Context: an optimization exercise on an open-source flow, tuned for small area, a short achievable clock period and few clock cycles. The choices shown serve that exercise and are no tape-out recipe.
Function was checked by simulation only, so behaviour that the tests miss may differ from the original.

Setup of harbor:
==> module main, before the edit <==
module main(input clk, input rst, input start, input [31:0] n, input [63:0] exponent,
    output ready, output done, output [31:0] prime1
    );
	localparam ITER = 4;
	localparam K    = 36 / ITER;      
	reg st_idle, st_norm, st_dbl, st_n3, st_mul, st_conv, st_fin, st_gcd;
	reg        done_r;
	reg [31:0] a;         
	reg [63:0] er;        
	reg [6:0]  bl;        
	reg [6:0]  cnt;
	reg        first;     
	reg [33:0] v;
	reg [35:0] S, C;      
	reg [ITER-1:0] xb;    
	reg [ITER-1:0] xyl;   
	reg [ITER-1:0] u;     
	reg [33:0] n3;        
	assign ready  = st_idle;
	assign done   = done_r;
	assign prime1 = a;
	reg         cin;      
	wire [35:0] s_nx, c_nx;
	wire        cin_nx;
	modBigNumbers mont (.s(S), .c(C), .cin(cin), .x(xb), .y(v), .xyl(xyl), .u(u), .number(a), .n3(n3),
		.so(s_nx), .co(c_nx), .cout(cin_nx));
	wire [ITER-1:0] u_nx;
	montInv minv (.n(n[ITER-1:0]), .u(u_nx));
	wire [36:0] pa = st_conv ? {1'b0, S} :
	                 st_fin  ? 37'd0 :
	                 st_gcd  ? {1'b0, S} :
	                 st_n3   ? {3'd0, a, 2'b00} : {2'b00, v, 1'b0};
	wire [36:0] pb = st_conv ? {1'b0, C} :
	                 st_fin  ? {1'b1, ~{2'b00, v}} :
	                 ~{5'd0, a};
	wire        pc = st_conv ? cin : 1'b1;
	wire [37:0] sum2 = {pa, 1'b1} + {pb, pc};
	wire [36:0] sum  = sum2[37:1];
	wire        neg = sum[36];
	wire [33:0] v_dbl  = neg ? {v[32:0], 1'b0} : sum[33:0];
	wire [33:0] v_conv = er[59] ? {sum[32:0], 1'b0} : sum[33:0];
	wire        normdone = er[63] | (bl == 7'd4);
	wire [3:0]  P = er[63:60];
	wire [35:0] vpad = {2'b00, v};
	wire        b_eq_a = (S == {4'd0, a});
	reg  [31:0] mask;
	reg  [6:0]  cnt0;     
	integer     bi;
	always @(*) begin
		mask = 32'd0;
		cnt0 = 7'd36;
		for (bi = 0; bi < 32; bi = bi + 1) begin
			if (a[bi]) mask = {32{1'b1}} >> (31 - bi);
			if (n[bi]) cnt0 = 7'd35 - bi[6:0];
		end
	end
	wire [33:0] v_init = {2'b00, (~a & mask) | 32'd1};
	wire        dbl_now = !first && cnt != 0;
	wire [ITER-1:0] xb_nx = st_conv ? v_conv[ITER-1:0] : st_mul ? vpad[ITER*(cnt+1) +: ITER] : v[ITER-1:0];
	wire [ITER-1:0] yl_nx = st_conv ? v_conv[ITER-1:0] : v[ITER-1:0];
	wire [ITER-1:0] xyl_nx = xb_nx * yl_nx;
	always @(posedge clk) begin
		xb  <= xb_nx;
		xyl <= xyl_nx;
		S   <= 36'd0;
		C   <= 36'd0;
		cin <= 1'b0;
		if (st_fin) S <= sum[35:0];       
		if (st_gcd) begin
			if (!S[0])
				S <= S[1] ? {1'b0, S[35:1]} : {2'b00, S[35:2]};
			else if (neg)                  
				S <= {4'd0, a};
			else
				S <= sum[1] ? sum[36:1] : {1'b0, sum[36:2]};
		end
		if (st_mul) begin
			S   <= s_nx;
			C   <= c_nx;
			cin <= cin_nx;
		end
		if (st_idle) begin
			a   <= n;
			u   <= u_nx;
			er  <= exponent;
			bl  <= 7'd64;
			first <= 1'b1;
			cnt <= cnt0;
		end
		if (st_norm) begin
			first <= 1'b0;
			if (first)
				v   <= v_init;
			else if (cnt != 0) begin
				v   <= v_dbl;
				cnt <= cnt - 7'd1;
			end
			if (!normdone) begin
				er <= {er[62:0], 1'b0};
				bl <= bl - 7'd1;
			end
			else begin
				bl  <= bl - 7'd4;
				cnt <= cnt - {6'd0, dbl_now} + {3'b000, P};
			end
		end
		if (st_dbl) begin
			if (cnt != 0) begin
				v   <= v_dbl;
				cnt <= cnt - 7'd1;
			end
		end
		if (st_n3)
			n3  <= sum[33:0];
		if (st_mul) begin
			cnt <= cnt + 7'd1;
		end
		if (st_conv) begin
			v   <= v_conv;
			er  <= {er[62:0], 1'b0};
			bl  <= bl - 7'd1;
			cnt <= 7'd0;
		end
		if (st_gcd && S[0] && !b_eq_a && neg)
			a <= S[31:0];
		done_r <= 1'b0;
		if (rst) begin
			st_idle <= 1'b1;
			st_norm <= 1'b0;
			st_dbl  <= 1'b0;
			st_n3   <= 1'b0;
			st_mul  <= 1'b0;
			st_conv <= 1'b0;
			st_fin  <= 1'b0;
			st_gcd  <= 1'b0;
		end
		else begin
			if (st_idle && start) begin
				st_idle <= 1'b0;
				st_norm <= 1'b1;
			end
			if (st_norm && normdone) begin
				st_norm <= 1'b0;
				st_dbl  <= 1'b1;
			end
			if (st_dbl && cnt[6:1] == 6'd0) begin
				st_dbl <= 1'b0;
				st_n3  <= 1'b1;
			end
			if (st_n3) begin
				st_n3  <= 1'b0;
				if (bl == 0) st_fin <= 1'b1;
				else         st_mul <= 1'b1;
			end
			if (st_mul && cnt == K - 1) begin
				st_mul  <= 1'b0;
				st_conv <= 1'b1;
			end
			if (st_conv) begin
				st_conv <= 1'b0;
				if (bl == 7'd1) st_fin <= 1'b1;
				else            st_mul <= 1'b1;
			end
			if (st_fin) begin
				st_fin <= 1'b0;
				st_gcd <= 1'b1;
			end
			if (st_gcd && S[0] && b_eq_a) begin
				st_gcd  <= 1'b0;
				st_idle <= 1'b1;
				done_r  <= 1'b1;
			end
		end
	end
endmodule
export LEC_CHECK = 0
export CAP_MARGIN = 20
export CORE_MARGIN = 2
export CORE_UTILIZATION = 55
export SETUP_SLACK_MARGIN = 3.5
export SLEW_MARGIN = 20
export SYNTH_MEMORY_MAX_BITS = 65536
create_clock -name core_clock -period 8.0 [get_ports {clk}]
standard.sh (not shown) runs the stock make flow with config.mk's settings and CLKGATE_MAP_FILE= SYNTH_SCRIPT=/design/flow/synth_recipe.tcl, a recipe that flattens the netlist after the stock synthesis.
==> flow/flow/run.sh <==
#!/bin/bash
set -euo pipefail
export BUFFER_PORTS_ARGS="-buffer_cell sky130_fd_sc_hd__buf_1"
bash standard.sh > standard.log 2>&1
Both conditions hold for harbor: the flow ran to the end and the final layout passed the timing, design-rule and antenna checks.
Testbench counts of harbor, summed over its fixed seeds: cycles 98,636.
Relative to harbor, the following input files were edited for nickel:
--- a/flow/design.v
+++ b/flow/design.v
@@ -2143,11 +2143,11 @@
 	montInv minv (.n(n[ITER-1:0]), .u(u_nx));
 	wire [36:0] pa = st_conv ? {1'b0, S} :
-	                 st_fin  ? 37'd0 :
+	                 (st_fin | first) ? 37'd0 :
 	                 st_gcd  ? {1'b0, S} :
-	                 st_n3   ? {3'd0, a, 2'b00} : {2'b00, v, 1'b0};
+	                 st_n3   ? {4'd0, a, 1'b0} : {2'b00, v, 1'b0};
 	wire [36:0] pb = st_conv ? {1'b0, C} :
 	                 st_fin  ? {1'b1, ~{2'b00, v}} :
-	                 ~{5'd0, a};
-	wire        pc = st_conv ? cin : 1'b1;
+	                 st_n3   ? {5'd0, a} : ~{5'd0, a};
+	wire        pc = st_conv ? cin : !st_n3;
 	wire [37:0] sum2 = {pa, 1'b1} + {pb, pc};
 	wire [36:0] sum  = sum2[37:1];
@@ -2165,11 +2165,13 @@
 		mask = 32'd0;
 		cnt0 = 7'd36;
-		for (bi = 0; bi < 32; bi = bi + 1) begin
-			if (a[bi]) mask = {32{1'b1}} >> (31 - bi);
-			if (n[bi]) cnt0 = 7'd35 - bi[6:0];
-		end
+		for (bi = 0; bi < 32; bi = bi + 1)
+			if (a[bi]) begin
+				mask = {32{1'b1}} >> (31 - bi);
+				cnt0 = 7'd35 - bi[6:0];
+			end
 	end
-	wire [33:0] v_init = {2'b00, (~a & mask) | 32'd1};
+	wire [33:0] v_init = {2'b00, sum[31:0] & mask};
 	wire        dbl_now = !first && cnt != 0;
+	wire [6:0]  cnt_cur = first ? cnt0 : cnt;
 	wire [ITER-1:0] xb_nx = st_conv ? v_conv[ITER-1:0] : st_mul ? vpad[ITER*(cnt+1) +: ITER] : v[ITER-1:0];
 	wire [ITER-1:0] yl_nx = st_conv ? v_conv[ITER-1:0] : v[ITER-1:0];
@@ -2201,10 +2203,11 @@
 			bl  <= 7'd64;
 			first <= 1'b1;
-			cnt <= cnt0;
 		end
 		if (st_norm) begin
 			first <= 1'b0;
-			if (first)
+			if (first) begin
 				v   <= v_init;
+				cnt <= cnt0;
+			end
 			else if (cnt != 0) begin
 				v   <= v_dbl;
@@ -2217,5 +2220,5 @@
 			else begin
 				bl  <= bl - 7'd4;
-				cnt <= cnt - {6'd0, dbl_now} + {3'b000, P};
+				cnt <= cnt_cur - {6'd0, dbl_now} + {3'b000, P};
 			end
 		end
## What came out
nickel ended with more summed instance area of the synthesized netlist than harbor.
Fraction of area in registers, nickel and harbor: higher on harbor
Diff harbor -> nickel: routed wire length now sits lower, xor-xnor portion of the synthesized cell area moved up.
On final worst-path setup slack, the lower figure sits with nickel, not harbor.
Total cell area at the placement stage | nickel above harbor
The critical path endpoint comes out v[11]$_DFF_P_ in one run and v[21]$_DFF_P_ in the other, namely in harbor and nickel respectively.
For total of cells resized after clock tree synthesis, dividing the value from harbor by the value from nickel gives 0.66.
nickel ended up with a lower met3 routed wirelength than harbor did.
Status: utilization parity (harbor, nickel)
Testbench counts of nickel, summed over its fixed seeds: cycles 98,636.

port drivers added, routing unchanged:
Ports are ideal in the flow. The routed layouts listed here were re-timed in OpenROAD. Step 1 (the two cells are an assumption about what drives the block):
set clk [get_ports {clk}]
set_driving_cell -lib_cell sky130_fd_sc_hd__clkbuf_16 $clk
set_driving_cell -lib_cell sky130_fd_sc_hd__buf_2 [delete_from_list [all_inputs] $clk]
Step 2 times the ports against the registers' clock, not the clock port: input delays grow and output delays shrink by t, the midpoint of the rising clock arrivals with the driver on. a / b / c = ideal ports / drivers / drivers and shift; a / b = the first two.
| run | t (ns) | slack for setup (ns) | hold WS [ns] | worst setup path after step 2 |
|---|---|---|---|---|
| harbor | 0.671 | 3.576 / 3.576 / 3.539 | 0.485 / 0.485 / 0.485 | input to register |
| nickel | 0.635 | 3.540 / 3.540 / 3.540 | 0.485 / 0.485 / 0.485 | register to register |
After both steps every run listed still meets setup and hold. For harbor, which loses most, drivers alone change the setup slack by 0.000 ns; drivers and shift together by -0.037 ns.
